What follows belongs to an exercise in optimizing a design on an open flow for small area and a short achievable clock period; a production flow would make more cautious choices.
At most, simulation tests tie the RTL to the original design; equivalence was not proved.
The RTL of run 1 was laid out without a check of its function.
No activity file was given, so power comes from the tool's default toggle rates.

## flow/design.v (module list and top-level ports; edited modules follow where they fit)
// module cla32: 3 lines
// module wallace_mul: 901 lines
// module csa_fa: 4 lines
// module csa_ha: 4 lines
module wallace_mul(input [15:0] a, input [15:0] b, output [32:0] out, input clk);
  // ...
==> flow/run.sh <==
#!/bin/bash
# synth_recipe.tcl (not shown) runs the flow's synth.tcl, then flattens the netlist and writes it again
# the make line also repeats each setting of config.mk as NAME=value (left out here)
make -C /OpenROAD-flow-scripts/flow DESIGN_CONFIG=/design/flow/config.mk WORK_HOME=/design/flow/orfs CLKGATE_MAP_FILE= SYNTH_SCRIPT=/design/flow/synth_recipe.tcl finish
==> flow/config.mk <==
export PLATFORM = sky130hd
export DESIGN_NAME = wallace_mul
export DESIGN_NICKNAME = wallace_mul
export VERILOG_FILES = /design/flow/design.v
export SDC_FILE = /design/flow/constraint.sdc
export NUM_CORES = 4
export LEC_CHECK = 0
export CAP_MARGIN = 20
export CORE_MARGIN = 2
export CORE_UTILIZATION = 40
export CTS_BUF_LIST = sky130_fd_sc_hd__clkbuf_16
export CTS_CLUSTER_DIAMETER = 80
export CTS_CLUSTER_SIZE = 30
export PLACE_DENSITY = 0.6
export SETUP_SLACK_MARGIN = 2.5
export SLEW_MARGIN = 20
export SYNTH_HIERARCHICAL = 1
export SYNTH_MINIMUM_KEEP_SIZE = 0
==> flow/constraint.sdc <==
create_clock -name core_clock -period 4.4 [get_ports {clk}]
set_input_delay 0.8800 -clock core_clock [delete_from_list [all_inputs] [get_ports {clk}]]
set_output_delay 0.8800 -clock core_clock [all_outputs]
set_load 0.01 [all_outputs]
==> metrics.md, run 1 <==
| Metric | Value |
|---|---|
| VDD IR max | `0.000323 V` |
| Number of synthesized flops with an enable pin | `0` |
| Clock buffer cells | `17` |
| Worst flop-to-flop path endpoint | `q2_s61` |
| DRT met1 WL | `14.0 mm` |
| Post-synthesis sequential area ratio | `0.494` |
| Top cell type's share of synthesized area | `0.494` |
| Post-synthesis async set-or-reset flop share | `0` |
| Leak | `slightly below 7 nW` |
| Worst Path Max Fanout | `7` |
| #MultiIn Comb | `around 700` |
| Final Util | `0.512` |
| Critical path launch point | `ra1[13]` |
| PwrDens | `between 600 and 700 mW/mm2` |
| Total Routing Usage GR | `0.151` |
| Slew Limit Fails | `0` |
| Vias in the first global route | `8016` |
| Commonest non-fill, non-tap cells in the layout | `dfxtp_1 (292), xnor2_1 (207), buf_4 (117), a22oi_1 (68), fa_1 (65)` |
| H-tree depth | `1` |
| Synth Flop Type | `dfxtp_1` |
| Status | `no timing/DRC/antenna violations` |
| Vias per inst | `4.90` |
| Flop2flop setup slack | `2420 ps` |
| Top pwr grp | `registers` |
| Overall Power | `11.0 mW` |
| Avg Cell Area, Syn | `~12 um2` |
| Number of remaining DRC errors | `0` |
| Initial antenna violation count | `0` |
| Layout non-clock buf frac | `0.114` |
==> run 2, diff against run 1 <==
==> flow/design.v (replaced) <==
module cla32(input [31:0] a, input [31:0] b, output [32:0] out);
  assign out = a + b;
endmodule
module wallace_mul(input [15:0] a, input [15:0] b, output [32:0] out, input clk);
  reg [15:0] ra1;
  wire [17:0] bx = {2'b00, b};
  wire [16:0] bl = {b, 1'b0};
  wire [7:0] e_neg, e_one, e_two;
  reg [7:0] rneg1;
  reg [7:0] rone1;
  reg [7:0] rtwo1;
  reg rb15_1;
  wire [17:0] ax = {1'b0, ra1, 1'b0};
  wire pp_0_0 = ((rone1[0] & ax[1]) | (rtwo1[0] & ax[0])) ^ rneg1[0];
  wire pp_0_1 = ((rone1[0] & ax[2]) | (rtwo1[0] & ax[1])) ^ rneg1[0];
  wire pp_0_2 = ((rone1[0] & ax[3]) | (rtwo1[0] & ax[2])) ^ rneg1[0];
  wire pp_0_3 = ((rone1[0] & ax[4]) | (rtwo1[0] & ax[3])) ^ rneg1[0];
  wire pp_0_4 = ((rone1[0] & ax[5]) | (rtwo1[0] & ax[4])) ^ rneg1[0];
  wire pp_0_5 = ((rone1[0] & ax[6]) | (rtwo1[0] & ax[5])) ^ rneg1[0];
  wire pp_0_6 = ((rone1[0] & ax[7]) | (rtwo1[0] & ax[6])) ^ rneg1[0];
  wire pp_0_7 = ((rone1[0] & ax[8]) | (rtwo1[0] & ax[7])) ^ rneg1[0];
  wire pp_0_8 = ((rone1[0] & ax[9]) | (rtwo1[0] & ax[8])) ^ rneg1[0];
  wire pp_0_9 = ((rone1[0] & ax[10]) | (rtwo1[0] & ax[9])) ^ rneg1[0];
  wire pp_0_10 = ((rone1[0] & ax[11]) | (rtwo1[0] & ax[10])) ^ rneg1[0];
  wire pp_0_11 = ((rone1[0] & ax[12]) | (rtwo1[0] & ax[11])) ^ rneg1[0];
  wire pp_0_12 = ((rone1[0] & ax[13]) | (rtwo1[0] & ax[12])) ^ rneg1[0];
  wire pp_0_13 = ((rone1[0] & ax[14]) | (rtwo1[0] & ax[13])) ^ rneg1[0];
  wire pp_0_14 = ((rone1[0] & ax[15]) | (rtwo1[0] & ax[14])) ^ rneg1[0];
  wire pp_0_15 = ((rone1[0] & ax[16]) | (rtwo1[0] & ax[15])) ^ rneg1[0];
  wire pp_0_16 = ((rone1[0] & ax[17]) | (rtwo1[0] & ax[16])) ^ rneg1[0];
  wire pp_1_0 = ((rone1[1] & ax[1]) | (rtwo1[1] & ax[0])) ^ rneg1[1];
  wire pp_1_1 = ((rone1[1] & ax[2]) | (rtwo1[1] & ax[1])) ^ rneg1[1];
  wire pp_1_2 = ((rone1[1] & ax[3]) | (rtwo1[1] & ax[2])) ^ rneg1[1];
  wire pp_1_3 = ((rone1[1] & ax[4]) | (rtwo1[1] & ax[3])) ^ rneg1[1];
  wire pp_1_4 = ((rone1[1] & ax[5]) | (rtwo1[1] & ax[4])) ^ rneg1[1];
  wire pp_1_5 = ((rone1[1] & ax[6]) | (rtwo1[1] & ax[5])) ^ rneg1[1];
  wire pp_1_6 = ((rone1[1] & ax[7]) | (rtwo1[1] & ax[6])) ^ rneg1[1];
  wire pp_1_7 = ((rone1[1] & ax[8]) | (rtwo1[1] & ax[7])) ^ rneg1[1];
  wire pp_1_8 = ((rone1[1] & ax[9]) | (rtwo1[1] & ax[8])) ^ rneg1[1];
  wire pp_1_9 = ((rone1[1] & ax[10]) | (rtwo1[1] & ax[9])) ^ rneg1[1];
  wire pp_1_10 = ((rone1[1] & ax[11]) | (rtwo1[1] & ax[10])) ^ rneg1[1];
  wire pp_1_11 = ((rone1[1] & ax[12]) | (rtwo1[1] & ax[11])) ^ rneg1[1];
  wire pp_1_12 = ((rone1[1] & ax[13]) | (rtwo1[1] & ax[12])) ^ rneg1[1];
  wire pp_1_13 = ((rone1[1] & ax[14]) | (rtwo1[1] & ax[13])) ^ rneg1[1];
  wire pp_1_14 = ((rone1[1] & ax[15]) | (rtwo1[1] & ax[14])) ^ rneg1[1];
  wire pp_1_15 = ((rone1[1] & ax[16]) | (rtwo1[1] & ax[15])) ^ rneg1[1];
  wire pp_1_16 = ((rone1[1] & ax[17]) | (rtwo1[1] & ax[16])) ^ rneg1[1];
  wire pp_2_0 = ((rone1[2] & ax[1]) | (rtwo1[2] & ax[0])) ^ rneg1[2];
  wire pp_2_1 = ((rone1[2] & ax[2]) | (rtwo1[2] & ax[1])) ^ rneg1[2];
  wire pp_2_2 = ((rone1[2] & ax[3]) | (rtwo1[2] & ax[2])) ^ rneg1[2];
  wire pp_2_3 = ((rone1[2] & ax[4]) | (rtwo1[2] & ax[3])) ^ rneg1[2];
  wire pp_2_4 = ((rone1[2] & ax[5]) | (rtwo1[2] & ax[4])) ^ rneg1[2];
  wire pp_2_5 = ((rone1[2] & ax[6]) | (rtwo1[2] & ax[5])) ^ rneg1[2];
  wire pp_2_6 = ((rone1[2] & ax[7]) | (rtwo1[2] & ax[6])) ^ rneg1[2];
  wire pp_2_7 = ((rone1[2] & ax[8]) | (rtwo1[2] & ax[7])) ^ rneg1[2];
  wire pp_2_8 = ((rone1[2] & ax[9]) | (rtwo1[2] & ax[8])) ^ rneg1[2];
  wire pp_2_9 = ((rone1[2] & ax[10]) | (rtwo1[2] & ax[9])) ^ rneg1[2];
  wire pp_2_10 = ((rone1[2] & ax[11]) | (rtwo1[2] & ax[10])) ^ rneg1[2];
  wire pp_2_11 = ((rone1[2] & ax[12]) | (rtwo1[2] & ax[11])) ^ rneg1[2];
  wire pp_2_12 = ((rone1[2] & ax[13]) | (rtwo1[2] & ax[12])) ^ rneg1[2];
  wire pp_2_13 = ((rone1[2] & ax[14]) | (rtwo1[2] & ax[13])) ^ rneg1[2];
  wire pp_2_14 = ((rone1[2] & ax[15]) | (rtwo1[2] & ax[14])) ^ rneg1[2];
  wire pp_2_15 = ((rone1[2] & ax[16]) | (rtwo1[2] & ax[15])) ^ rneg1[2];
  wire pp_2_16 = ((rone1[2] & ax[17]) | (rtwo1[2] & ax[16])) ^ rneg1[2];
  wire pp_3_0 = ((rone1[3] & ax[1]) | (rtwo1[3] & ax[0])) ^ rneg1[3];
  wire pp_3_1 = ((rone1[3] & ax[2]) | (rtwo1[3] & ax[1])) ^ rneg1[3];
  wire pp_3_2 = ((rone1[3] & ax[3]) | (rtwo1[3] & ax[2])) ^ rneg1[3];
  wire pp_3_3 = ((rone1[3] & ax[4]) | (rtwo1[3] & ax[3])) ^ rneg1[3];
  wire pp_3_4 = ((rone1[3] & ax[5]) | (rtwo1[3] & ax[4])) ^ rneg1[3];
  wire pp_3_5 = ((rone1[3] & ax[6]) | (rtwo1[3] & ax[5])) ^ rneg1[3];
  wire pp_3_6 = ((rone1[3] & ax[7]) | (rtwo1[3] & ax[6])) ^ rneg1[3];
  wire pp_3_7 = ((rone1[3] & ax[8]) | (rtwo1[3] & ax[7])) ^ rneg1[3];
  wire pp_3_8 = ((rone1[3] & ax[9]) | (rtwo1[3] & ax[8])) ^ rneg1[3];
  wire pp_3_9 = ((rone1[3] & ax[10]) | (rtwo1[3] & ax[9])) ^ rneg1[3];
  wire pp_3_10 = ((rone1[3] & ax[11]) | (rtwo1[3] & ax[10])) ^ rneg1[3];
  wire pp_3_11 = ((rone1[3] & ax[12]) | (rtwo1[3] & ax[11])) ^ rneg1[3];
  wire pp_3_12 = ((rone1[3] & ax[13]) | (rtwo1[3] & ax[12])) ^ rneg1[3];
  wire pp_3_13 = ((rone1[3] & ax[14]) | (rtwo1[3] & ax[13])) ^ rneg1[3];
  wire pp_3_14 = ((rone1[3] & ax[15]) | (rtwo1[3] & ax[14])) ^ rneg1[3];
  wire pp_3_15 = ((rone1[3] & ax[16]) | (rtwo1[3] & ax[15])) ^ rneg1[3];
  wire pp_3_16 = ((rone1[3] & ax[17]) | (rtwo1[3] & ax[16])) ^ rneg1[3];
  wire pp_4_0 = ((rone1[4] & ax[1]) | (rtwo1[4] & ax[0])) ^ rneg1[4];
  wire pp_4_1 = ((rone1[4] & ax[2]) | (rtwo1[4] & ax[1])) ^ rneg1[4];
  wire pp_4_2 = ((rone1[4] & ax[3]) | (rtwo1[4] & ax[2])) ^ rneg1[4];
  wire pp_4_3 = ((rone1[4] & ax[4]) | (rtwo1[4] & ax[3])) ^ rneg1[4];
  wire pp_4_4 = ((rone1[4] & ax[5]) | (rtwo1[4] & ax[4])) ^ rneg1[4];
  wire pp_4_5 = ((rone1[4] & ax[6]) | (rtwo1[4] & ax[5])) ^ rneg1[4];
  wire pp_4_6 = ((rone1[4] & ax[7]) | (rtwo1[4] & ax[6])) ^ rneg1[4];
  wire pp_4_7 = ((rone1[4] & ax[8]) | (rtwo1[4] & ax[7])) ^ rneg1[4];
  wire pp_4_8 = ((rone1[4] & ax[9]) | (rtwo1[4] & ax[8])) ^ rneg1[4];
  wire pp_4_9 = ((rone1[4] & ax[10]) | (rtwo1[4] & ax[9])) ^ rneg1[4];
  wire pp_4_10 = ((rone1[4] & ax[11]) | (rtwo1[4] & ax[10])) ^ rneg1[4];
  wire pp_4_11 = ((rone1[4] & ax[12]) | (rtwo1[4] & ax[11])) ^ rneg1[4];
  wire pp_4_12 = ((rone1[4] & ax[13]) | (rtwo1[4] & ax[12])) ^ rneg1[4];
  wire pp_4_13 = ((rone1[4] & ax[14]) | (rtwo1[4] & ax[13])) ^ rneg1[4];
  wire pp_4_14 = ((rone1[4] & ax[15]) | (rtwo1[4] & ax[14])) ^ rneg1[4];
  wire pp_4_15 = ((rone1[4] & ax[16]) | (rtwo1[4] & ax[15])) ^ rneg1[4];
  wire pp_4_16 = ((rone1[4] & ax[17]) | (rtwo1[4] & ax[16])) ^ rneg1[4];
  wire pp_5_0 = ((rone1[5] & ax[1]) | (rtwo1[5] & ax[0])) ^ rneg1[5];
  wire pp_5_1 = ((rone1[5] & ax[2]) | (rtwo1[5] & ax[1])) ^ rneg1[5];
  wire pp_5_2 = ((rone1[5] & ax[3]) | (rtwo1[5] & ax[2])) ^ rneg1[5];
  wire pp_5_3 = ((rone1[5] & ax[4]) | (rtwo1[5] & ax[3])) ^ rneg1[5];
  wire pp_5_4 = ((rone1[5] & ax[5]) | (rtwo1[5] & ax[4])) ^ rneg1[5];
  wire pp_5_5 = ((rone1[5] & ax[6]) | (rtwo1[5] & ax[5])) ^ rneg1[5];
  wire pp_5_6 = ((rone1[5] & ax[7]) | (rtwo1[5] & ax[6])) ^ rneg1[5];
  wire pp_5_7 = ((rone1[5] & ax[8]) | (rtwo1[5] & ax[7])) ^ rneg1[5];
  wire pp_5_8 = ((rone1[5] & ax[9]) | (rtwo1[5] & ax[8])) ^ rneg1[5];
  wire pp_5_9 = ((rone1[5] & ax[10]) | (rtwo1[5] & ax[9])) ^ rneg1[5];
  wire pp_5_10 = ((rone1[5] & ax[11]) | (rtwo1[5] & ax[10])) ^ rneg1[5];
  wire pp_5_11 = ((rone1[5] & ax[12]) | (rtwo1[5] & ax[11])) ^ rneg1[5];
  wire pp_5_12 = ((rone1[5] & ax[13]) | (rtwo1[5] & ax[12])) ^ rneg1[5];
  wire pp_5_13 = ((rone1[5] & ax[14]) | (rtwo1[5] & ax[13])) ^ rneg1[5];
  wire pp_5_14 = ((rone1[5] & ax[15]) | (rtwo1[5] & ax[14])) ^ rneg1[5];
  wire pp_5_15 = ((rone1[5] & ax[16]) | (rtwo1[5] & ax[15])) ^ rneg1[5];
  wire pp_5_16 = ((rone1[5] & ax[17]) | (rtwo1[5] & ax[16])) ^ rneg1[5];
  wire pp_6_0 = ((rone1[6] & ax[1]) | (rtwo1[6] & ax[0])) ^ rneg1[6];
  wire pp_6_1 = ((rone1[6] & ax[2]) | (rtwo1[6] & ax[1])) ^ rneg1[6];
  wire pp_6_2 = ((rone1[6] & ax[3]) | (rtwo1[6] & ax[2])) ^ rneg1[6];
  wire pp_6_3 = ((rone1[6] & ax[4]) | (rtwo1[6] & ax[3])) ^ rneg1[6];
  wire pp_6_4 = ((rone1[6] & ax[5]) | (rtwo1[6] & ax[4])) ^ rneg1[6];
  wire pp_6_5 = ((rone1[6] & ax[6]) | (rtwo1[6] & ax[5])) ^ rneg1[6];
  wire pp_6_6 = ((rone1[6] & ax[7]) | (rtwo1[6] & ax[6])) ^ rneg1[6];
  wire pp_6_7 = ((rone1[6] & ax[8]) | (rtwo1[6] & ax[7])) ^ rneg1[6];
  wire pp_6_8 = ((rone1[6] & ax[9]) | (rtwo1[6] & ax[8])) ^ rneg1[6];
  wire pp_6_9 = ((rone1[6] & ax[10]) | (rtwo1[6] & ax[9])) ^ rneg1[6];
  wire pp_6_10 = ((rone1[6] & ax[11]) | (rtwo1[6] & ax[10])) ^ rneg1[6];
  wire pp_6_11 = ((rone1[6] & ax[12]) | (rtwo1[6] & ax[11])) ^ rneg1[6];
  wire pp_6_12 = ((rone1[6] & ax[13]) | (rtwo1[6] & ax[12])) ^ rneg1[6];
  wire pp_6_13 = ((rone1[6] & ax[14]) | (rtwo1[6] & ax[13])) ^ rneg1[6];
  wire pp_6_14 = ((rone1[6] & ax[15]) | (rtwo1[6] & ax[14])) ^ rneg1[6];
  wire pp_6_15 = ((rone1[6] & ax[16]) | (rtwo1[6] & ax[15])) ^ rneg1[6];
  wire pp_6_16 = ((rone1[6] & ax[17]) | (rtwo1[6] & ax[16])) ^ rneg1[6];
  wire pp_7_0 = ((rone1[7] & ax[1]) | (rtwo1[7] & ax[0])) ^ rneg1[7];
  wire pp_7_1 = ((rone1[7] & ax[2]) | (rtwo1[7] & ax[1])) ^ rneg1[7];
  wire pp_7_2 = ((rone1[7] & ax[3]) | (rtwo1[7] & ax[2])) ^ rneg1[7];
  wire pp_7_3 = ((rone1[7] & ax[4]) | (rtwo1[7] & ax[3])) ^ rneg1[7];
  wire pp_7_4 = ((rone1[7] & ax[5]) | (rtwo1[7] & ax[4])) ^ rneg1[7];
  wire pp_7_5 = ((rone1[7] & ax[6]) | (rtwo1[7] & ax[5])) ^ rneg1[7];
  wire pp_7_6 = ((rone1[7] & ax[7]) | (rtwo1[7] & ax[6])) ^ rneg1[7];
  wire pp_7_7 = ((rone1[7] & ax[8]) | (rtwo1[7] & ax[7])) ^ rneg1[7];
  wire pp_7_8 = ((rone1[7] & ax[9]) | (rtwo1[7] & ax[8])) ^ rneg1[7];
  wire pp_7_9 = ((rone1[7] & ax[10]) | (rtwo1[7] & ax[9])) ^ rneg1[7];
  wire pp_7_10 = ((rone1[7] & ax[11]) | (rtwo1[7] & ax[10])) ^ rneg1[7];
  wire pp_7_11 = ((rone1[7] & ax[12]) | (rtwo1[7] & ax[11])) ^ rneg1[7];
  wire pp_7_12 = ((rone1[7] & ax[13]) | (rtwo1[7] & ax[12])) ^ rneg1[7];
  wire pp_7_13 = ((rone1[7] & ax[14]) | (rtwo1[7] & ax[13])) ^ rneg1[7];
  wire pp_7_14 = ((rone1[7] & ax[15]) | (rtwo1[7] & ax[14])) ^ rneg1[7];
  wire pp_7_15 = ((rone1[7] & ax[16]) | (rtwo1[7] & ax[15])) ^ rneg1[7];
  wire pp_7_16 = ((rone1[7] & ax[17]) | (rtwo1[7] & ax[16])) ^ rneg1[7];
  wire pp_8_0 = ra1[0] & rb15_1;
  wire pp_8_1 = ra1[1] & rb15_1;
  wire pp_8_2 = ra1[2] & rb15_1;
  wire pp_8_3 = ra1[3] & rb15_1;
  wire pp_8_4 = ra1[4] & rb15_1;
  wire pp_8_5 = ra1[5] & rb15_1;
  wire pp_8_6 = ra1[6] & rb15_1;
  wire pp_8_7 = ra1[7] & rb15_1;
  wire pp_8_8 = ra1[8] & rb15_1;
  wire pp_8_9 = ra1[9] & rb15_1;
  wire pp_8_10 = ra1[10] & rb15_1;
  wire pp_8_11 = ra1[11] & rb15_1;
  wire pp_8_12 = ra1[12] & rb15_1;
  wire pp_8_13 = ra1[13] & rb15_1;
  wire pp_8_14 = ra1[14] & rb15_1;
  wire pp_8_15 = ra1[15] & rb15_1;
  wire s1, c1;
  wire s2, c2;
  wire s3, c3;
  wire s4, c4;
  wire s5, c5;
  wire s6, c6;
  wire s7, c7;
  wire s8, c8;
  wire s9, c9;
  wire s10, c10;
  wire s11, c11;
  wire s12, c12;
  wire s13, c13;
  wire s14, c14;
  wire s15, c15;
  wire s16, c16;
  wire s17, c17;
  wire s18, c18;
  wire s19, c19;
  wire s20, c20;
  wire s21, c21;
  wire s22, c22;
  wire s23, c23;
  wire s24, c24;
  wire s25, c25;
  wire s26, c26;
  wire s27, c27;
  wire s28, c28;
  wire s29, c29;
  wire s30, c30;
  wire s31, c31;
  wire s32, c32;
  wire s33, c33;
  wire s34, c34;
  wire s35, c35;
  wire s36, c36;
  wire s37, c37;
  wire s38, c38;
  wire s39, c39;
  wire s40, c40;
  wire s41, c41;
  wire s42, c42;
  wire s43, c43;
  wire s44, c44;
  wire s45, c45;
  wire s46, c46;
  wire s47, c47;
  wire s48, c48;
  wire s49, c49;
  wire s50, c50;
  wire s51, c51;
  reg q2_pp_0_0;
  reg q2_rneg1_0;
  reg q2_pp_0_1;
  reg q2_s1;
  reg q2_c1;
  reg q2_pp_0_3;
  reg q2_pp_1_1;
  reg q2_s2;
  reg q2_rneg1_2;
  reg q2_c2;
  reg q2_s3;
  reg q2_c3;
  reg q2_s4;
  reg q2_pp_3_0;
  reg q2_rneg1_3;
  reg q2_c4;
  reg q2_s5;
  reg q2_pp_3_1;
  reg q2_c5;
  reg q2_s6;
  reg q2_s7;
  reg q2_c6;
  reg q2_c7;
  reg q2_s8;
  reg q2_pp_3_3;
  reg q2_pp_4_1;
  reg q2_c8;
  reg q2_s9;
  reg q2_s10;
  reg q2_rneg1_5;
  reg q2_c9;
  reg q2_c10;
  reg q2_s11;
  reg q2_s12;
  reg q2_c11;
  reg q2_c12;
  reg q2_s13;
  reg q2_s14;
  reg q2_pp_6_0;
  reg q2_rneg1_6;
  reg q2_c13;
  reg q2_c14;
  reg q2_s15;
  reg q2_s16;
  reg q2_pp_6_1;
  reg q2_c15;
  reg q2_c16;
  reg q2_s17;
  reg q2_s18;
  reg q2_s19;
  reg q2_c17;
  reg q2_c18;
  reg q2_c19;
  reg q2_s20;
  reg q2_s21;
  reg q2_s22;
  reg q2_c20;
  reg q2_c21;
  reg q2_c22;
  reg q2_s23;
  reg q2_s24;
  reg q2_s25;
  reg q2_c23;
  reg q2_c24;
  reg q2_c25;
  reg q2_s26;
  reg q2_s27;
  reg q2_s28;
  reg q2_c26;
  reg q2_c27;
  reg q2_c28;
  reg q2_s29;
  reg q2_s30;
  reg q2_s31;
  reg q2_c29;
  reg q2_c30;
  reg q2_c31;
  reg q2_s32;
  reg q2_s33;
  reg q2_s34;
  reg q2_c32;
  reg q2_c33;
  reg q2_c34;
  reg q2_s35;
  reg q2_s36;
  reg q2_s37;
  reg q2_c35;
  reg q2_c36;
  reg q2_c37;
  reg q2_s38;
  reg q2_s39;
  reg q2_pp_8_5;
  reg q2_c38;
  reg q2_c39;
  reg q2_s40;
  reg q2_s41;
  reg q2_pp_8_6;
  reg q2_c40;
  reg q2_c41;
  reg q2_s42;
  reg q2_s43;
  reg q2_c42;
  reg q2_c43;
  reg q2_s44;
  reg q2_s45;
  reg q2_c44;
  reg q2_c45;
  reg q2_s46;
  reg q2_pp_7_11;
  reg q2_pp_8_9;
  reg q2_c46;
  reg q2_s47;
  reg q2_pp_7_12;
  reg q2_pp_8_10;
  reg q2_c47;
  reg q2_s48;
  reg q2_pp_8_11;
  reg q2_c48;
  reg q2_s49;
  reg q2_pp_8_12;
  reg q2_c49;
  reg q2_s50;
  reg q2_c50;
  reg q2_s51;
  reg q2_c51;
  reg q2_nrneg1_7;
  reg q2_pp_8_15;
  wire s52, c52;
  wire s53, c53;
  wire s54, c54;
  wire s55, c55;
  wire s56, c56;
  wire s57, c57;
  wire s58, c58;
  wire s59, c59;
  wire s60, c60;
  wire s61, c61;
  wire s62, c62;
  wire s63, c63;
  wire s64, c64;
  wire s65, c65;
  wire s66, c66;
  wire s67, c67;
  wire s68, c68;
  wire s69, c69;
  wire s70, c70;
  wire s71, c71;
  wire s72, c72;
  wire s73, c73;
  wire s74, c74;
  wire s75, c75;
  wire s76, c76;
  wire s77, c77;
  wire s78, c78;
  wire s79, c79;
  wire s80, c80;
  wire s81, c81;
  wire s82, c82;
  wire s83, c83;
  wire s84, c84;
  wire s85, c85;
  wire s86, c86;
  wire s87, c87;
  wire s88, c88;
  wire s89, c89;
  wire s90, c90;
  wire s91, c91;
  wire s92, c92;
  wire s93, c93;
  wire s94, c94;
  wire s95, c95;
  wire s96, c96;
  wire s97, c97;
  wire s98, c98;
  wire s99, c99;
  wire s100, c100;
  wire s101, c101;
  wire s102, c102;
  wire s103, c103;
  wire s104, c104;
  wire s105, c105;
  wire s106, c106;
  wire s107, c107;
  reg q3_q2_pp_0_0;
  reg q3_q2_rneg1_0;
  reg q3_q2_pp_0_1;
  reg q3_q2_s1;
  reg q3_s52;
  reg q3_s88;
  reg q3_c88;
  reg q3_q2_c2;
  reg q3_q2_s3;
  reg q3_s53;
  reg q3_q2_rneg1_3;
  reg q3_c53;
  reg q3_s54;
  reg q3_c54;
  reg q3_s55;
  reg q3_s89;
  reg q3_q2_pp_4_1;
  reg q3_c89;
  reg q3_s90;
  reg q3_c90;
  reg q3_s91;
  reg q3_c91;
  reg q3_s92;
  reg q3_c92;
  reg q3_s93;
  reg q3_s62;
  reg q3_c93;
  reg q3_s94;
  reg q3_s64;
  reg q3_c94;
  reg q3_s95;
  reg q3_s66;
  reg q3_c95;
  reg q3_s96;
  reg q3_s68;
  reg q3_c96;
  reg q3_s97;
  reg q3_s70;
  reg q3_c97;
  reg q3_s98;
  reg q3_s72;
  reg q3_c98;
  reg q3_s99;
  reg q3_s74;
  reg q3_c99;
  reg q3_s100;
  reg q3_s76;
  reg q3_c100;
  reg q3_s101;
  reg q3_s78;
  reg q3_c101;
  reg q3_s102;
  reg q3_s80;
  reg q3_c102;
  reg q3_s103;
  reg q3_q2_s43;
  reg q3_c103;
  reg q3_s104;
  reg q3_c104;
  reg q3_s105;
  reg q3_q2_pp_8_9;
  reg q3_c105;
  reg q3_s106;
  reg q3_c106;
  reg q3_c84;
  reg q3_s85;
  reg q3_c85;
  reg q3_s86;
  reg q3_s107;
  reg q3_c107;
  reg q3_q2_c50;
  reg q3_q2_s51;
  reg q3_s87;
  wire s108, c108;
  wire s109, c109;
  wire s110, c110;
  wire s111, c111;
  wire s112, c112;
  wire s113, c113;
  wire s114, c114;
  wire s115, c115;
  wire s116, c116;
  wire s117, c117;
  wire s118, c118;
  wire s119, c119;
  wire s120, c120;
  wire s121, c121;
  wire s122, c122;
  wire s123, c123;
  wire s124, c124;
  wire s125, c125;
  wire s126, c126;
  wire s127, c127;
  wire s128, c128;
  wire s129, c129;
  wire s130, c130;
  wire s131, c131;
  wire s132, c132;
  wire [11:0] lx = {c113, c112, c111, c110, c109, c108, s108, q3_s88, q3_s52, q3_q2_s1, q3_q2_pp_0_1, q3_q2_pp_0_0};
  wire [11:0] ly = {s114, s113, s112, s111, s110, s109, 1'b0, 1'b0, 1'b0, 1'b0, 1'b0, q3_q2_rneg1_0};
  wire [12:0] lsum = lx + ly;
  reg [12:0] lo4;
  reg q4_c114;
  reg q4_s115;
  reg q4_c115;
  reg q4_s116;
  reg q4_c116;
  reg q4_s117;
  reg q4_c117;
  reg q4_s118;
  reg q4_c118;
  reg q4_s119;
  reg q4_c119;
  reg q4_s120;
  reg q4_c120;
  reg q4_s121;
  reg q4_c121;
  reg q4_s122;
  reg q4_c122;
  reg q4_s123;
  reg q4_c123;
  reg q4_s124;
  reg q4_c124;
  reg q4_s125;
  reg q4_c125;
  reg q4_s126;
  reg q4_c126;
  reg q4_s127;
  reg q4_c127;
  reg q4_s128;
  reg q4_c128;
  reg q4_s129;
  reg q4_c129;
  reg q4_s130;
  reg q4_c130;
  reg q4_s131;
  reg q4_c131;
  reg q4_q3_s107;
  reg q4_s132;
  reg q4_c132;
  reg q4_q3_s87;
  wire [19:0] hx = {q4_c132, q4_s132, q4_c131, q4_c130, q4_c129, q4_c128, q4_c127, q4_c126, q4_c125, q4_c124, q4_c123, q4_c122, q4_c121, q4_c120, q4_c119, q4_c118, q4_c117, q4_c116, q4_c115, q4_c114};
  wire [19:0] hy = {q4_q3_s87, 1'b0, q4_q3_s107, q4_s131, q4_s130, q4_s129, q4_s128, q4_s127, q4_s126, q4_s125, q4_s124, q4_s123, q4_s122, q4_s121, q4_s120, q4_s119, q4_s118, q4_s117, q4_s116, q4_s115};
  wire [20:0] hsum = {hx, lo4[12]} + {hy, lo4[12]};
  wire [32:0] fs = {1'b0, hsum[20:1], lo4[11:0]};
  reg [31:0] p5;
  reg [31:0] p6;
  reg [31:0] p7;
  always @(posedge clk) ra1 <= a;
  assign e_neg[0] = bx[1];
  assign e_one[0] = bx[0] ^ bl[0];
  assign e_two[0] = (bx[1] & ~bx[0] & ~bl[0]) | (~bx[1] & bx[0] & bl[0]);
  assign e_neg[1] = bx[3];
  assign e_one[1] = bx[2] ^ bl[2];
  assign e_two[1] = (bx[3] & ~bx[2] & ~bl[2]) | (~bx[3] & bx[2] & bl[2]);
  assign e_neg[2] = bx[5];
  assign e_one[2] = bx[4] ^ bl[4];
  assign e_two[2] = (bx[5] & ~bx[4] & ~bl[4]) | (~bx[5] & bx[4] & bl[4]);
  assign e_neg[3] = bx[7];
  assign e_one[3] = bx[6] ^ bl[6];
  assign e_two[3] = (bx[7] & ~bx[6] & ~bl[6]) | (~bx[7] & bx[6] & bl[6]);
  assign e_neg[4] = bx[9];
  assign e_one[4] = bx[8] ^ bl[8];
  assign e_two[4] = (bx[9] & ~bx[8] & ~bl[8]) | (~bx[9] & bx[8] & bl[8]);
  assign e_neg[5] = bx[11];
  assign e_one[5] = bx[10] ^ bl[10];
  assign e_two[5] = (bx[11] & ~bx[10] & ~bl[10]) | (~bx[11] & bx[10] & bl[10]);
  assign e_neg[6] = bx[13];
  assign e_one[6] = bx[12] ^ bl[12];
  assign e_two[6] = (bx[13] & ~bx[12] & ~bl[12]) | (~bx[13] & bx[12] & bl[12]);
  assign e_neg[7] = bx[15];
  assign e_one[7] = bx[14] ^ bl[14];
  assign e_two[7] = (bx[15] & ~bx[14] & ~bl[14]) | (~bx[15] & bx[14] & bl[14]);
  always @(posedge clk) rneg1 <= e_neg;
  always @(posedge clk) rone1 <= e_one;
  always @(posedge clk) rtwo1 <= e_two;
  always @(posedge clk) rb15_1 <= b[15];
  csa_fa u_s1(.x(pp_0_2), .y(pp_1_0), .z(rneg1[1]), .s(s1), .c(c1));
  csa_fa u_s2(.x(pp_0_4), .y(pp_1_2), .z(pp_2_0), .s(s2), .c(c2));
  csa_fa u_s3(.x(pp_0_5), .y(pp_1_3), .z(pp_2_1), .s(s3), .c(c3));
  csa_fa u_s4(.x(pp_0_6), .y(pp_1_4), .z(pp_2_2), .s(s4), .c(c4));
  csa_fa u_s5(.x(pp_0_7), .y(pp_1_5), .z(pp_2_3), .s(s5), .c(c5));
  csa_fa u_s6(.x(pp_0_8), .y(pp_1_6), .z(pp_2_4), .s(s6), .c(c6));
  csa_fa u_s7(.x(pp_3_2), .y(pp_4_0), .z(rneg1[4]), .s(s7), .c(c7));
  csa_fa u_s8(.x(pp_0_9), .y(pp_1_7), .z(pp_2_5), .s(s8), .c(c8));
  csa_fa u_s9(.x(pp_0_10), .y(pp_1_8), .z(pp_2_6), .s(s9), .c(c9));
  csa_fa u_s10(.x(pp_3_4), .y(pp_4_2), .z(pp_5_0), .s(s10), .c(c10));
  csa_fa u_s11(.x(pp_0_11), .y(pp_1_9), .z(pp_2_7), .s(s11), .c(c11));
  csa_fa u_s12(.x(pp_3_5), .y(pp_4_3), .z(pp_5_1), .s(s12), .c(c12));
  csa_fa u_s13(.x(pp_0_12), .y(pp_1_10), .z(pp_2_8), .s(s13), .c(c13));
  csa_fa u_s14(.x(pp_3_6), .y(pp_4_4), .z(pp_5_2), .s(s14), .c(c14));
  csa_fa u_s15(.x(pp_0_13), .y(pp_1_11), .z(pp_2_9), .s(s15), .c(c15));
  csa_fa u_s16(.x(pp_3_7), .y(pp_4_5), .z(pp_5_3), .s(s16), .c(c16));
  csa_fa u_s17(.x(pp_0_14), .y(pp_1_12), .z(pp_2_10), .s(s17), .c(c17));
  csa_fa u_s18(.x(pp_3_8), .y(pp_4_6), .z(pp_5_4), .s(s18), .c(c18));
  csa_fa u_s19(.x(pp_6_2), .y(pp_7_0), .z(rneg1[7]), .s(s19), .c(c19));
  csa_fa u_s20(.x(pp_0_15), .y(pp_1_13), .z(pp_2_11), .s(s20), .c(c20));
  csa_fa u_s21(.x(pp_3_9), .y(pp_4_7), .z(pp_5_5), .s(s21), .c(c21));
  csa_ha u_s22(.x(pp_6_3), .y(pp_7_1), .s(s22), .c(c22));
  csa_fa u_s23(.x(pp_0_16), .y(pp_1_14), .z(pp_2_12), .s(s23), .c(c23));
  csa_fa u_s24(.x(pp_3_10), .y(pp_4_8), .z(pp_5_6), .s(s24), .c(c24));
  csa_fa u_s25(.x(pp_6_4), .y(pp_7_2), .z(pp_8_0), .s(s25), .c(c25));
  csa_fa u_s26(.x(rneg1[0]), .y(pp_1_15), .z(pp_2_13), .s(s26), .c(c26));
  csa_fa u_s27(.x(pp_3_11), .y(pp_4_9), .z(pp_5_7), .s(s27), .c(c27));
  csa_fa u_s28(.x(pp_6_5), .y(pp_7_3), .z(pp_8_1), .s(s28), .c(c28));
  csa_fa u_s29(.x(rneg1[0]), .y(pp_1_16), .z(pp_2_14), .s(s29), .c(c29));
  csa_fa u_s30(.x(pp_3_12), .y(pp_4_10), .z(pp_5_8), .s(s30), .c(c30));
  csa_fa u_s31(.x(pp_6_6), .y(pp_7_4), .z(pp_8_2), .s(s31), .c(c31));
  csa_fa u_s32(.x(~rneg1[0]), .y(~rneg1[1]), .z(pp_2_15), .s(s32), .c(c32));
  csa_fa u_s33(.x(pp_3_13), .y(pp_4_11), .z(pp_5_9), .s(s33), .c(c33));
  csa_fa u_s34(.x(pp_6_7), .y(pp_7_5), .z(pp_8_3), .s(s34), .c(c34));
  assign s35 = ~(pp_2_16 ^ pp_3_14);
  assign c35 = pp_2_16 | pp_3_14;
  csa_fa u_s36(.x(pp_4_12), .y(pp_5_10), .z(pp_6_8), .s(s36), .c(c36));
  csa_ha u_s37(.x(pp_7_6), .y(pp_8_4), .s(s37), .c(c37));
  csa_fa u_s38(.x(~rneg1[2]), .y(pp_3_15), .z(pp_4_13), .s(s38), .c(c38));
  csa_fa u_s39(.x(pp_5_11), .y(pp_6_9), .z(pp_7_7), .s(s39), .c(c39));
  assign s40 = ~(pp_3_16 ^ pp_4_14);
  assign c40 = pp_3_16 | pp_4_14;
  csa_fa u_s41(.x(pp_5_12), .y(pp_6_10), .z(pp_7_8), .s(s41), .c(c41));
  csa_fa u_s42(.x(~rneg1[3]), .y(pp_4_15), .z(pp_5_13), .s(s42), .c(c42));
  csa_fa u_s43(.x(pp_6_11), .y(pp_7_9), .z(pp_8_7), .s(s43), .c(c43));
  assign s44 = ~(pp_4_16 ^ pp_5_14);
  assign c44 = pp_4_16 | pp_5_14;
  csa_fa u_s45(.x(pp_6_12), .y(pp_7_10), .z(pp_8_8), .s(s45), .c(c45));
  csa_fa u_s46(.x(~rneg1[4]), .y(pp_5_15), .z(pp_6_13), .s(s46), .c(c46));
  assign s47 = ~(pp_5_16 ^ pp_6_14);
  assign c47 = pp_5_16 | pp_6_14;
  csa_fa u_s48(.x(~rneg1[5]), .y(pp_6_15), .z(pp_7_13), .s(s48), .c(c48));
  assign s49 = ~(pp_6_16 ^ pp_7_14);
  assign c49 = pp_6_16 | pp_7_14;
  csa_fa u_s50(.x(~rneg1[6]), .y(pp_7_15), .z(pp_8_13), .s(s50), .c(c50));
  assign s51 = ~(pp_7_16 ^ pp_8_14);
  assign c51 = pp_7_16 | pp_8_14;
  always @(posedge clk) q2_pp_0_0 <= pp_0_0;
  always @(posedge clk) q2_rneg1_0 <= rneg1[0];
  always @(posedge clk) q2_pp_0_1 <= pp_0_1;
  always @(posedge clk) q2_s1 <= s1;
  always @(posedge clk) q2_c1 <= c1;
  always @(posedge clk) q2_pp_0_3 <= pp_0_3;
  always @(posedge clk) q2_pp_1_1 <= pp_1_1;
  always @(posedge clk) q2_s2 <= s2;
  always @(posedge clk) q2_rneg1_2 <= rneg1[2];
  always @(posedge clk) q2_c2 <= c2;
  always @(posedge clk) q2_s3 <= s3;
  always @(posedge clk) q2_c3 <= c3;
  always @(posedge clk) q2_s4 <= s4;
  always @(posedge clk) q2_pp_3_0 <= pp_3_0;
  always @(posedge clk) q2_rneg1_3 <= rneg1[3];
  always @(posedge clk) q2_c4 <= c4;
  always @(posedge clk) q2_s5 <= s5;
  always @(posedge clk) q2_pp_3_1 <= pp_3_1;
  always @(posedge clk) q2_c5 <= c5;
  always @(posedge clk) q2_s6 <= s6;
  always @(posedge clk) q2_s7 <= s7;
  always @(posedge clk) q2_c6 <= c6;
  always @(posedge clk) q2_c7 <= c7;
  always @(posedge clk) q2_s8 <= s8;
  always @(posedge clk) q2_pp_3_3 <= pp_3_3;
  always @(posedge clk) q2_pp_4_1 <= pp_4_1;
  always @(posedge clk) q2_c8 <= c8;
  always @(posedge clk) q2_s9 <= s9;
  always @(posedge clk) q2_s10 <= s10;
  always @(posedge clk) q2_rneg1_5 <= rneg1[5];
  always @(posedge clk) q2_c9 <= c9;
  always @(posedge clk) q2_c10 <= c10;
  always @(posedge clk) q2_s11 <= s11;
  always @(posedge clk) q2_s12 <= s12;
  always @(posedge clk) q2_c11 <= c11;
  always @(posedge clk) q2_c12 <= c12;
  always @(posedge clk) q2_s13 <= s13;
  always @(posedge clk) q2_s14 <= s14;
  always @(posedge clk) q2_pp_6_0 <= pp_6_0;
  always @(posedge clk) q2_rneg1_6 <= rneg1[6];
  always @(posedge clk) q2_c13 <= c13;
  always @(posedge clk) q2_c14 <= c14;
  always @(posedge clk) q2_s15 <= s15;
  always @(posedge clk) q2_s16 <= s16;
  always @(posedge clk) q2_pp_6_1 <= pp_6_1;
  always @(posedge clk) q2_c15 <= c15;
  always @(posedge clk) q2_c16 <= c16;
  always @(posedge clk) q2_s17 <= s17;
  always @(posedge clk) q2_s18 <= s18;
  always @(posedge clk) q2_s19 <= s19;
  always @(posedge clk) q2_c17 <= c17;
  always @(posedge clk) q2_c18 <= c18;
  always @(posedge clk) q2_c19 <= c19;
  always @(posedge clk) q2_s20 <= s20;
  always @(posedge clk) q2_s21 <= s21;
  always @(posedge clk) q2_s22 <= s22;
  always @(posedge clk) q2_c20 <= c20;
  always @(posedge clk) q2_c21 <= c21;
  always @(posedge clk) q2_c22 <= c22;
  always @(posedge clk) q2_s23 <= s23;
  always @(posedge clk) q2_s24 <= s24;
  always @(posedge clk) q2_s25 <= s25;
  always @(posedge clk) q2_c23 <= c23;
  always @(posedge clk) q2_c24 <= c24;
  always @(posedge clk) q2_c25 <= c25;
  always @(posedge clk) q2_s26 <= s26;
  always @(posedge clk) q2_s27 <= s27;
  always @(posedge clk) q2_s28 <= s28;
  always @(posedge clk) q2_c26 <= c26;
  always @(posedge clk) q2_c27 <= c27;
  always @(posedge clk) q2_c28 <= c28;
  always @(posedge clk) q2_s29 <= s29;
  always @(posedge clk) q2_s30 <= s30;
  always @(posedge clk) q2_s31 <= s31;
  always @(posedge clk) q2_c29 <= c29;
  always @(posedge clk) q2_c30 <= c30;
  always @(posedge clk) q2_c31 <= c31;
  always @(posedge clk) q2_s32 <= s32;
  always @(posedge clk) q2_s33 <= s33;
  always @(posedge clk) q2_s34 <= s34;
  always @(posedge clk) q2_c32 <= c32;
  always @(posedge clk) q2_c33 <= c33;
  always @(posedge clk) q2_c34 <= c34;
  always @(posedge clk) q2_s35 <= s35;
  always @(posedge clk) q2_s36 <= s36;
  always @(posedge clk) q2_s37 <= s37;
  always @(posedge clk) q2_c35 <= c35;
  always @(posedge clk) q2_c36 <= c36;
  always @(posedge clk) q2_c37 <= c37;
  always @(posedge clk) q2_s38 <= s38;
  always @(posedge clk) q2_s39 <= s39;
  always @(posedge clk) q2_pp_8_5 <= pp_8_5;
  always @(posedge clk) q2_c38 <= c38;
  always @(posedge clk) q2_c39 <= c39;
  always @(posedge clk) q2_s40 <= s40;
  always @(posedge clk) q2_s41 <= s41;
  always @(posedge clk) q2_pp_8_6 <= pp_8_6;
  always @(posedge clk) q2_c40 <= c40;
  always @(posedge clk) q2_c41 <= c41;
  always @(posedge clk) q2_s42 <= s42;
  always @(posedge clk) q2_s43 <= s43;
  always @(posedge clk) q2_c42 <= c42;
  always @(posedge clk) q2_c43 <= c43;
  always @(posedge clk) q2_s44 <= s44;
  always @(posedge clk) q2_s45 <= s45;
  always @(posedge clk) q2_c44 <= c44;
  always @(posedge clk) q2_c45 <= c45;
  always @(posedge clk) q2_s46 <= s46;
  always @(posedge clk) q2_pp_7_11 <= pp_7_11;
  always @(posedge clk) q2_pp_8_9 <= pp_8_9;
  always @(posedge clk) q2_c46 <= c46;
  always @(posedge clk) q2_s47 <= s47;
  always @(posedge clk) q2_pp_7_12 <= pp_7_12;
  always @(posedge clk) q2_pp_8_10 <= pp_8_10;
  always @(posedge clk) q2_c47 <= c47;
  always @(posedge clk) q2_s48 <= s48;
  always @(posedge clk) q2_pp_8_11 <= pp_8_11;
  always @(posedge clk) q2_c48 <= c48;
  always @(posedge clk) q2_s49 <= s49;
  always @(posedge clk) q2_pp_8_12 <= pp_8_12;
  always @(posedge clk) q2_c49 <= c49;
  always @(posedge clk) q2_s50 <= s50;
  always @(posedge clk) q2_c50 <= c50;
  always @(posedge clk) q2_s51 <= s51;
  always @(posedge clk) q2_c51 <= c51;
  always @(posedge clk) q2_nrneg1_7 <= ~rneg1[7];
  always @(posedge clk) q2_pp_8_15 <= pp_8_15;
  csa_fa u_s52(.x(q2_c1), .y(q2_pp_0_3), .z(q2_pp_1_1), .s(s52), .c(c52));
  csa_fa u_s53(.x(q2_c3), .y(q2_s4), .z(q2_pp_3_0), .s(s53), .c(c53));
  csa_fa u_s54(.x(q2_c4), .y(q2_s5), .z(q2_pp_3_1), .s(s54), .c(c54));
  csa_fa u_s55(.x(q2_c5), .y(q2_s6), .z(q2_s7), .s(s55), .c(c55));
  csa_fa u_s56(.x(q2_c6), .y(q2_c7), .z(q2_s8), .s(s56), .c(c56));
  csa_fa u_s57(.x(q2_c8), .y(q2_s9), .z(q2_s10), .s(s57), .c(c57));
  csa_fa u_s58(.x(q2_c9), .y(q2_c10), .z(q2_s11), .s(s58), .c(c58));
  csa_fa u_s59(.x(q2_c11), .y(q2_c12), .z(q2_s13), .s(s59), .c(c59));
  csa_fa u_s60(.x(q2_s14), .y(q2_pp_6_0), .z(q2_rneg1_6), .s(s60), .c(c60));
  csa_fa u_s61(.x(q2_c13), .y(q2_c14), .z(q2_s15), .s(s61), .c(c61));
  csa_ha u_s62(.x(q2_s16), .y(q2_pp_6_1), .s(s62), .c(c62));
  csa_fa u_s63(.x(q2_c15), .y(q2_c16), .z(q2_s17), .s(s63), .c(c63));
  csa_ha u_s64(.x(q2_s18), .y(q2_s19), .s(s64), .c(c64));
  csa_fa u_s65(.x(q2_c17), .y(q2_c18), .z(q2_c19), .s(s65), .c(c65));
  csa_fa u_s66(.x(q2_s20), .y(q2_s21), .z(q2_s22), .s(s66), .c(c66));
  csa_fa u_s67(.x(q2_c20), .y(q2_c21), .z(q2_c22), .s(s67), .c(c67));
  csa_fa u_s68(.x(q2_s23), .y(q2_s24), .z(q2_s25), .s(s68), .c(c68));
  csa_fa u_s69(.x(q2_c23), .y(q2_c24), .z(q2_c25), .s(s69), .c(c69));
  csa_fa u_s70(.x(q2_s26), .y(q2_s27), .z(q2_s28), .s(s70), .c(c70));
  csa_fa u_s71(.x(q2_c26), .y(q2_c27), .z(q2_c28), .s(s71), .c(c71));
  csa_fa u_s72(.x(q2_s29), .y(q2_s30), .z(q2_s31), .s(s72), .c(c72));
  csa_fa u_s73(.x(q2_c29), .y(q2_c30), .z(q2_c31), .s(s73), .c(c73));
  csa_fa u_s74(.x(q2_s32), .y(q2_s33), .z(q2_s34), .s(s74), .c(c74));
  csa_fa u_s75(.x(q2_c32), .y(q2_c33), .z(q2_c34), .s(s75), .c(c75));
  csa_fa u_s76(.x(q2_s35), .y(q2_s36), .z(q2_s37), .s(s76), .c(c76));
  csa_fa u_s77(.x(q2_c35), .y(q2_c36), .z(q2_c37), .s(s77), .c(c77));
  csa_fa u_s78(.x(q2_s38), .y(q2_s39), .z(q2_pp_8_5), .s(s78), .c(c78));
  csa_fa u_s79(.x(q2_c38), .y(q2_c39), .z(q2_s40), .s(s79), .c(c79));
  csa_ha u_s80(.x(q2_s41), .y(q2_pp_8_6), .s(s80), .c(c80));
  csa_fa u_s81(.x(q2_c40), .y(q2_c41), .z(q2_s42), .s(s81), .c(c81));
  csa_fa u_s82(.x(q2_c42), .y(q2_c43), .z(q2_s44), .s(s82), .c(c82));
  csa_fa u_s83(.x(q2_c44), .y(q2_c45), .z(q2_s46), .s(s83), .c(c83));
  csa_fa u_s84(.x(q2_c46), .y(q2_s47), .z(q2_pp_7_12), .s(s84), .c(c84));
  csa_fa u_s85(.x(q2_c47), .y(q2_s48), .z(q2_pp_8_11), .s(s85), .c(c85));
  csa_fa u_s86(.x(q2_c48), .y(q2_s49), .z(q2_pp_8_12), .s(s86), .c(c86));
  csa_fa u_s87(.x(q2_c51), .y(q2_nrneg1_7), .z(q2_pp_8_15), .s(s87), .c(c87));
  csa_fa u_s88(.x(c52), .y(q2_s2), .z(q2_rneg1_2), .s(s88), .c(c88));
  csa_fa u_s89(.x(c55), .y(s56), .z(q2_pp_3_3), .s(s89), .c(c89));
  csa_fa u_s90(.x(c56), .y(s57), .z(q2_rneg1_5), .s(s90), .c(c90));
  csa_fa u_s91(.x(c57), .y(s58), .z(q2_s12), .s(s91), .c(c91));
  csa_fa u_s92(.x(c58), .y(s59), .z(s60), .s(s92), .c(c92));
  csa_fa u_s93(.x(c59), .y(c60), .z(s61), .s(s93), .c(c93));
  csa_fa u_s94(.x(c61), .y(c62), .z(s63), .s(s94), .c(c94));
  csa_fa u_s95(.x(c63), .y(c64), .z(s65), .s(s95), .c(c95));
  csa_fa u_s96(.x(c65), .y(c66), .z(s67), .s(s96), .c(c96));
  csa_fa u_s97(.x(c67), .y(c68), .z(s69), .s(s97), .c(c97));
  csa_fa u_s98(.x(c69), .y(c70), .z(s71), .s(s98), .c(c98));
  csa_fa u_s99(.x(c71), .y(c72), .z(s73), .s(s99), .c(c99));
  csa_fa u_s100(.x(c73), .y(c74), .z(s75), .s(s100), .c(c100));
  csa_fa u_s101(.x(c75), .y(c76), .z(s77), .s(s101), .c(c101));
  csa_fa u_s102(.x(c77), .y(c78), .z(s79), .s(s102), .c(c102));
  csa_fa u_s103(.x(c79), .y(c80), .z(s81), .s(s103), .c(c103));
  csa_fa u_s104(.x(c81), .y(s82), .z(q2_s45), .s(s104), .c(c104));
  csa_fa u_s105(.x(c82), .y(s83), .z(q2_pp_7_11), .s(s105), .c(c105));
  csa_fa u_s106(.x(c83), .y(s84), .z(q2_pp_8_10), .s(s106), .c(c106));
  csa_fa u_s107(.x(c86), .y(q2_c49), .z(q2_s50), .s(s107), .c(c107));
  always @(posedge clk) q3_q2_pp_0_0 <= q2_pp_0_0;
  always @(posedge clk) q3_q2_rneg1_0 <= q2_rneg1_0;
  always @(posedge clk) q3_q2_pp_0_1 <= q2_pp_0_1;
  always @(posedge clk) q3_q2_s1 <= q2_s1;
  always @(posedge clk) q3_s52 <= s52;
  always @(posedge clk) q3_s88 <= s88;
  always @(posedge clk) q3_c88 <= c88;
  always @(posedge clk) q3_q2_c2 <= q2_c2;
  always @(posedge clk) q3_q2_s3 <= q2_s3;
  always @(posedge clk) q3_s53 <= s53;
  always @(posedge clk) q3_q2_rneg1_3 <= q2_rneg1_3;
  always @(posedge clk) q3_c53 <= c53;
  always @(posedge clk) q3_s54 <= s54;
  always @(posedge clk) q3_c54 <= c54;
  always @(posedge clk) q3_s55 <= s55;
  always @(posedge clk) q3_s89 <= s89;
  always @(posedge clk) q3_q2_pp_4_1 <= q2_pp_4_1;
  always @(posedge clk) q3_c89 <= c89;
  always @(posedge clk) q3_s90 <= s90;
  always @(posedge clk) q3_c90 <= c90;
  always @(posedge clk) q3_s91 <= s91;
  always @(posedge clk) q3_c91 <= c91;
  always @(posedge clk) q3_s92 <= s92;
  always @(posedge clk) q3_c92 <= c92;
  always @(posedge clk) q3_s93 <= s93;
  always @(posedge clk) q3_s62 <= s62;
  always @(posedge clk) q3_c93 <= c93;
  always @(posedge clk) q3_s94 <= s94;
  always @(posedge clk) q3_s64 <= s64;
  always @(posedge clk) q3_c94 <= c94;
  always @(posedge clk) q3_s95 <= s95;
  always @(posedge clk) q3_s66 <= s66;
  always @(posedge clk) q3_c95 <= c95;
  always @(posedge clk) q3_s96 <= s96;
  always @(posedge clk) q3_s68 <= s68;
  always @(posedge clk) q3_c96 <= c96;
  always @(posedge clk) q3_s97 <= s97;
  always @(posedge clk) q3_s70 <= s70;
  always @(posedge clk) q3_c97 <= c97;
  always @(posedge clk) q3_s98 <= s98;
  always @(posedge clk) q3_s72 <= s72;
  always @(posedge clk) q3_c98 <= c98;
  always @(posedge clk) q3_s99 <= s99;
  always @(posedge clk) q3_s74 <= s74;
  always @(posedge clk) q3_c99 <= c99;
  always @(posedge clk) q3_s100 <= s100;
  always @(posedge clk) q3_s76 <= s76;
  always @(posedge clk) q3_c100 <= c100;
  always @(posedge clk) q3_s101 <= s101;
  always @(posedge clk) q3_s78 <= s78;
  always @(posedge clk) q3_c101 <= c101;
  always @(posedge clk) q3_s102 <= s102;
  always @(posedge clk) q3_s80 <= s80;
  always @(posedge clk) q3_c102 <= c102;
  always @(posedge clk) q3_s103 <= s103;
  always @(posedge clk) q3_q2_s43 <= q2_s43;
  always @(posedge clk) q3_c103 <= c103;
  always @(posedge clk) q3_s104 <= s104;
  always @(posedge clk) q3_c104 <= c104;
  always @(posedge clk) q3_s105 <= s105;
  always @(posedge clk) q3_q2_pp_8_9 <= q2_pp_8_9;
  always @(posedge clk) q3_c105 <= c105;
  always @(posedge clk) q3_s106 <= s106;
  always @(posedge clk) q3_c106 <= c106;
  always @(posedge clk) q3_c84 <= c84;
  always @(posedge clk) q3_s85 <= s85;
  always @(posedge clk) q3_c85 <= c85;
  always @(posedge clk) q3_s86 <= s86;
  always @(posedge clk) q3_s107 <= s107;
  always @(posedge clk) q3_c107 <= c107;
  always @(posedge clk) q3_q2_c50 <= q2_c50;
  always @(posedge clk) q3_q2_s51 <= q2_s51;
  always @(posedge clk) q3_s87 <= s87;
  csa_fa u_s108(.x(q3_c88), .y(q3_q2_c2), .z(q3_q2_s3), .s(s108), .c(c108));
  csa_ha u_s109(.x(q3_s53), .y(q3_q2_rneg1_3), .s(s109), .c(c109));
  csa_ha u_s110(.x(q3_c53), .y(q3_s54), .s(s110), .c(c110));
  csa_ha u_s111(.x(q3_c54), .y(q3_s55), .s(s111), .c(c111));
  csa_ha u_s112(.x(q3_s89), .y(q3_q2_pp_4_1), .s(s112), .c(c112));
  csa_ha u_s113(.x(q3_c89), .y(q3_s90), .s(s113), .c(c113));
  csa_ha u_s114(.x(q3_c90), .y(q3_s91), .s(s114), .c(c114));
  csa_ha u_s115(.x(q3_c91), .y(q3_s92), .s(s115), .c(c115));
  csa_fa u_s116(.x(q3_c92), .y(q3_s93), .z(q3_s62), .s(s116), .c(c116));
  csa_fa u_s117(.x(q3_c93), .y(q3_s94), .z(q3_s64), .s(s117), .c(c117));
  csa_fa u_s118(.x(q3_c94), .y(q3_s95), .z(q3_s66), .s(s118), .c(c118));
  csa_fa u_s119(.x(q3_c95), .y(q3_s96), .z(q3_s68), .s(s119), .c(c119));
  csa_fa u_s120(.x(q3_c96), .y(q3_s97), .z(q3_s70), .s(s120), .c(c120));
  csa_fa u_s121(.x(q3_c97), .y(q3_s98), .z(q3_s72), .s(s121), .c(c121));
  csa_fa u_s122(.x(q3_c98), .y(q3_s99), .z(q3_s74), .s(s122), .c(c122));
  csa_fa u_s123(.x(q3_c99), .y(q3_s100), .z(q3_s76), .s(s123), .c(c123));
  csa_fa u_s124(.x(q3_c100), .y(q3_s101), .z(q3_s78), .s(s124), .c(c124));
  csa_fa u_s125(.x(q3_c101), .y(q3_s102), .z(q3_s80), .s(s125), .c(c125));
  csa_fa u_s126(.x(q3_c102), .y(q3_s103), .z(q3_q2_s43), .s(s126), .c(c126));
  csa_ha u_s127(.x(q3_c103), .y(q3_s104), .s(s127), .c(c127));
  csa_fa u_s128(.x(q3_c104), .y(q3_s105), .z(q3_q2_pp_8_9), .s(s128), .c(c128));
  csa_ha u_s129(.x(q3_c105), .y(q3_s106), .s(s129), .c(c129));
  csa_fa u_s130(.x(q3_c106), .y(q3_c84), .z(q3_s85), .s(s130), .c(c130));
  csa_ha u_s131(.x(q3_c85), .y(q3_s86), .s(s131), .c(c131));
  csa_fa u_s132(.x(q3_c107), .y(q3_q2_c50), .z(q3_q2_s51), .s(s132), .c(c132));
  always @(posedge clk) lo4 <= lsum;
  always @(posedge clk) q4_c114 <= c114;
  always @(posedge clk) q4_s115 <= s115;
  always @(posedge clk) q4_c115 <= c115;
  always @(posedge clk) q4_s116 <= s116;
  always @(posedge clk) q4_c116 <= c116;
  always @(posedge clk) q4_s117 <= s117;
  always @(posedge clk) q4_c117 <= c117;
  always @(posedge clk) q4_s118 <= s118;
  always @(posedge clk) q4_c118 <= c118;
  always @(posedge clk) q4_s119 <= s119;
  always @(posedge clk) q4_c119 <= c119;
  always @(posedge clk) q4_s120 <= s120;
  always @(posedge clk) q4_c120 <= c120;
  always @(posedge clk) q4_s121 <= s121;
  always @(posedge clk) q4_c121 <= c121;
  always @(posedge clk) q4_s122 <= s122;
  always @(posedge clk) q4_c122 <= c122;
  always @(posedge clk) q4_s123 <= s123;
  always @(posedge clk) q4_c123 <= c123;
  always @(posedge clk) q4_s124 <= s124;
  always @(posedge clk) q4_c124 <= c124;
  always @(posedge clk) q4_s125 <= s125;
  always @(posedge clk) q4_c125 <= c125;
  always @(posedge clk) q4_s126 <= s126;
  always @(posedge clk) q4_c126 <= c126;
  always @(posedge clk) q4_s127 <= s127;
  always @(posedge clk) q4_c127 <= c127;
  always @(posedge clk) q4_s128 <= s128;
  always @(posedge clk) q4_c128 <= c128;
  always @(posedge clk) q4_s129 <= s129;
  always @(posedge clk) q4_c129 <= c129;
  always @(posedge clk) q4_s130 <= s130;
  always @(posedge clk) q4_c130 <= c130;
  always @(posedge clk) q4_s131 <= s131;
  always @(posedge clk) q4_c131 <= c131;
  always @(posedge clk) q4_q3_s107 <= q3_s107;
  always @(posedge clk) q4_s132 <= s132;
  always @(posedge clk) q4_c132 <= c132;
  always @(posedge clk) q4_q3_s87 <= q3_s87;
  always @(posedge clk) p5 <= fs[31:0];
  always @(posedge clk) p6 <= p5;
  always @(posedge clk) p7 <= p6;
  assign out = {1'b0, p7};
endmodule
module csa_fa(input x, input y, input z, output s, output c);
  assign s = x ^ y ^ z;
  assign c = (x & y) | (x & z) | (y & z);
endmodule
module csa_ha(input x, input y, output s, output c);
  assign s = x ^ y;
  assign c = x & y;
endmodule
==> flow/config.mk (replaced) <==
export PLATFORM = sky130hd
export DESIGN_NAME = wallace_mul
export DESIGN_NICKNAME = wallace_mul
export VERILOG_FILES = /design/flow/design.v
export SDC_FILE = /design/flow/constraint.sdc
export NUM_CORES = 4
export LEC_CHECK = 0
export CAP_MARGIN = 20
export CORE_MARGIN = 2
export CORE_UTILIZATION = 40
export PLACE_DENSITY = 0.6
export SETUP_SLACK_MARGIN = 2.5
export SLEW_MARGIN = 20
export SYNTH_HIERARCHICAL = 1
export SYNTH_MINIMUM_KEEP_SIZE = 0
==> metrics.md, run 2 <==
| Metric | Value |
|---|---|
| Status | `no timing/DRC/antenna violations` |
| Hpwl dp | `approximately 18 mm` |
| #FFs+latches synth | `slightly below 400` |
| Clock buffer count from CTS | `40` |
| Synth top cells by count | `dfxtp_1 (388), xnor2_1 (156), a22oi_1 (120), fa_1 (112), clkbuf_1 (73)` |
| Share of cells above drive strength 1 | `0.157` |
| Antenna diode count | `0` |
| Min cycle time layout | `1890 ps` |
| Final Util | `0.474 (-0.0384)` |
| CTS clock-pin slew for the worst setup and hold paths | `~60 ps` |
| Synth top area cells | `dfxtp_1 (54%), fa_1 (16%), xnor2_1 (9.5%)` |
| Yosys cell types | `47` |
| VDD IR max | `0.000328 V (+1.5%)` |
| Synth warnings | `7` |
| Slew Limit Fails | `0 (unchanged)` |
| Router iterations before antenna repair | `5` |
| Commonest non-fill, non-tap cells in the layout | `dfxtp_1 (345), xnor2_1 (156), a22oi_1 (120), fa_1 (110), dfxtp_2 (42)` |
| Max_slew headroom | `0.478` |
| Layout Area Growth over Synthesis | `17.0%` |
| Worst Skew | `between 10 and 15 ps` |
| Total Routing Usage GR | `0.146 (-0.00554)` |
| Core Region | `0.0356 mm2` |
| Worst slack at placement | `2340 ps` |
| FP Rows | `just under 70` |
| Most frequent cell after synthesis | `dfxtp_1` |
| Final worst slack | `2510 ps` |
| Mapped Area | `0.0144 mm2` |
| Fin. Hold Viols | `0` |
| Setup TNS | `0 ps` |
| Vias in the first global route | `8196 (+2.2%)` |
| Max-cap violations | `0` |
| Avg Cell Area, Syn | `12.9 um2 (+7.9%)` |
| Initial core utilization | `0.405` |
| Initial antenna violation count | `0 (unchanged)` |
| Synth Flop Type | `dfxtp_1` |
| Synthesized instance count | `about 1100` |
| Sink Count | `388` |
| Endpoints failing setup | `0` |
| Routed WL | `27.4 mm` |
| Area leader, netlist | `dfxtp_1` |
| Routed Antenna Nets | `0` |
| Biggest regs | `p5: 32 flops, p6: 32 flops, p7: 32 flops` |
| Peak Freq | `0.530 GHz` |
| PwrDens | `770 mW/mm2 (+20%)` |
| Crit path launch type | `flip-flop` |
| Longest Clk Path Bufs | `3` |
| Die Wd | `194 um` |
| Clock latency on the worst-skew pair | `540 ps` |
| CTS tree | `done` |
| DR WL/cell | `about 17 um` |
| Post-synthesis async set-or-reset flop share | `0 (unchanged)` |
| Worst Path Max Fanout | `3 (-4)` |
| Layout Nets | `1337` |
| H-tree depth | `2 (+1)` |
| Largest net degree at the start of global routing | `34` |
| Synthesized Nets | `1313` |
| Post-synthesis sequential area ratio | `0.539 (+0.0451)` |
| Hold crit path type | `flip-flop to flip-flop` |
| Setup repair after global routing missed its margin | `true` |
| Vias per inst | `4.86 (-0.65%)` |
| Leak | `6.65 nW (-1.4%)` |
| Cts hold-fix bufs | `0` |
| Top cell type's share of synthesized area | `0.539 (+0.0451)` |
| Die height | `roughly 190 um` |
| Clk root buf | `clkbuf_16` |
| DRT iter0 DRCs | `608` |
| I/O Pins | `66` |
| Remaining global-route overflow | `0` |
| Number of remaining DRC errors | `0 (unchanged)` |
| I/O Buffers | `64` |
| Nature of the critical path endpoint | `flip-flop` |
| Crit share post-route | `0.429` |
| First-pass GRT wire length | `about 44 mm` |
| Required @ worst endpoint | `between 4000 and 5000 ps` |
| Final Wtd Congestion | `0.780` |
| Commonest non-fill, non-tap cell in the layout | `dfxtp_1` |
| Crit path DAT | `between 2000 and 2500 ps` |
| Number of synthesized flops with an enable pin | `0 (unchanged)` |
| Area of the die | `approximately 0.038 mm2` |
| Slew @ Worst Pin | `782 ps` |
| Flop2flop setup slack | `2510 ps (+100 ps)` |
| WS Path Type | `flip-flop to flip-flop` |
| Total vias in the final route | `7967` |
[run 2: cell count changes in the layout (fill, tap and decap cells not counted), sizes merged, moves of 2 or more]
cell    delta
clkbuf    +34
fa        +43
inv        +2
nand2      -2
bufinv     +8
maj3      -39
clkinv     +4
xnor2     -77
mux2       -3
xor2       -3
dfxtp     +49
buf      -146
[run 2: cell type report]
cell class                 count  area [um2]
multi-input combinational    620        6350
inverter                      25        93.8
fill                        3200       18700
tap                          461         577
timing repair buffer          70         526
sequential                   388        7820
clock inverter                22         349
clock buffer                  52        1140
[run 2: routing by layer]
layer  track usage  vias to the layer above  share of wire  wire length, um
met1         0.210                     3902           0.49            13500
met4        0.0511                        0          0.022              600
li1              -                     3767              -                -
met5             0                        -              0                0
met2         0.217                      249           0.43            11700
met3        0.0294                       49          0.060             1660
[run 2: cell families (layout without fill, tap and decap cells)]
kind of cell / Yosys count / in the layout / share of synthesized area
flops: 388 / 388 / 0.539
simple gates: 99 / 99 / 0.0353
compound gates: 188 / 188 / 0.0932
xor+xnor: 173 / 173 / 0.105
other cells: 1 / 1 / 0.000260
fa+ha+maj: 159 / 159 / 0.196
buf+inv: 113 / 169 / 0.0307
[run 2: critical path, stage by stage, from the launching register on]
cell,delay (ps)
dfxtp_2,330
ha_1,290
a21o_1,170
and4_2,270
o21ba_2,230
nor2_2,190
o211ai_1,150
xor2_1,160
[run 2: stage by stage]
step,hold slack (ps),std cells,power [mW],area [um2]
4_1_cts,315,1637,13.0,16800
6_report,323,1638,13.0,16900
3_5_place_dp,312,1560,9.26,15300
3_3_place_gp,310,1560,9.16,15300
5_1_grt,328,1638,13.9,16900
2_1_floorplan,310,1121,7.95,14400
[run 2: per-module statistics from Yosys, one instance, submodules excluded]
module / flops+latches / area, um2
wallace_mul: 388 / 12000
csa_fa: 0 / 20.0
csa_ha: 0 / 12.5
[run 2: path summary, 6_finish.rpt]
check / from / endpoint / cells past startpoint
max: q4_c114 / p5[30] / 7
min: q3_s87 / q4_q3_s87 / 0
max reg2reg: q4_c114 / p5[30] / 7
min reg2reg: q3_s87 / q4_q3_s87 / 0
[run 2: power by group]
part / internal, mW / leakage [nW] / switching (mW)
registers: 4.94 / 3.27 / 0.679
logic: 1.78 / 2.64 / 1.90
clock network: 2.31 / 0.737 / 1.37
[run 2: repair_timing]
action / CTS / global route
pin swaps: 9 / 11
hold endpoints to repair: 0 / 0
setup endpoints to repair: 91 / 62
setup buffers: 3 / 1
gates resized for setup: 159 / 48

## afterwards: timing with drivers on the ports
No port has a modelled driver above. Below, the same layouts with a new extraction and two added sets of constraints. Step 1: set_driving_cell puts a clkbuf_16 on clk and a buf_2 on each other input, an assumption about the parent block. Step 2 adds t to the input delays and takes it off the output delays; t is the mean of the earliest and latest rising clock arrival at the registers after step 1. Input paths then give back, and output paths get back, about the clock's delay inside the block. Slacks: ideal ports / drivers / drivers and shift; pairs: ideal ports / drivers.
| run | shift t [ns] | setup slack, ns | clock arrival spread, ns | worst data-port slew with drivers (ns) | pins driven straight from the clock port |
|---|---|---|---|---|---|
| run 1 | 0.552 | 2.416 / 2.416 / 2.416 | 0.015 / 0.015 | 0.03 | 1 |
| run 2 | 0.581 | 2.513 / 2.506 / 2.513 | 0.016 / 0.016 | 0.03 | 1 |
After both steps setup and hold are still met in every run listed.
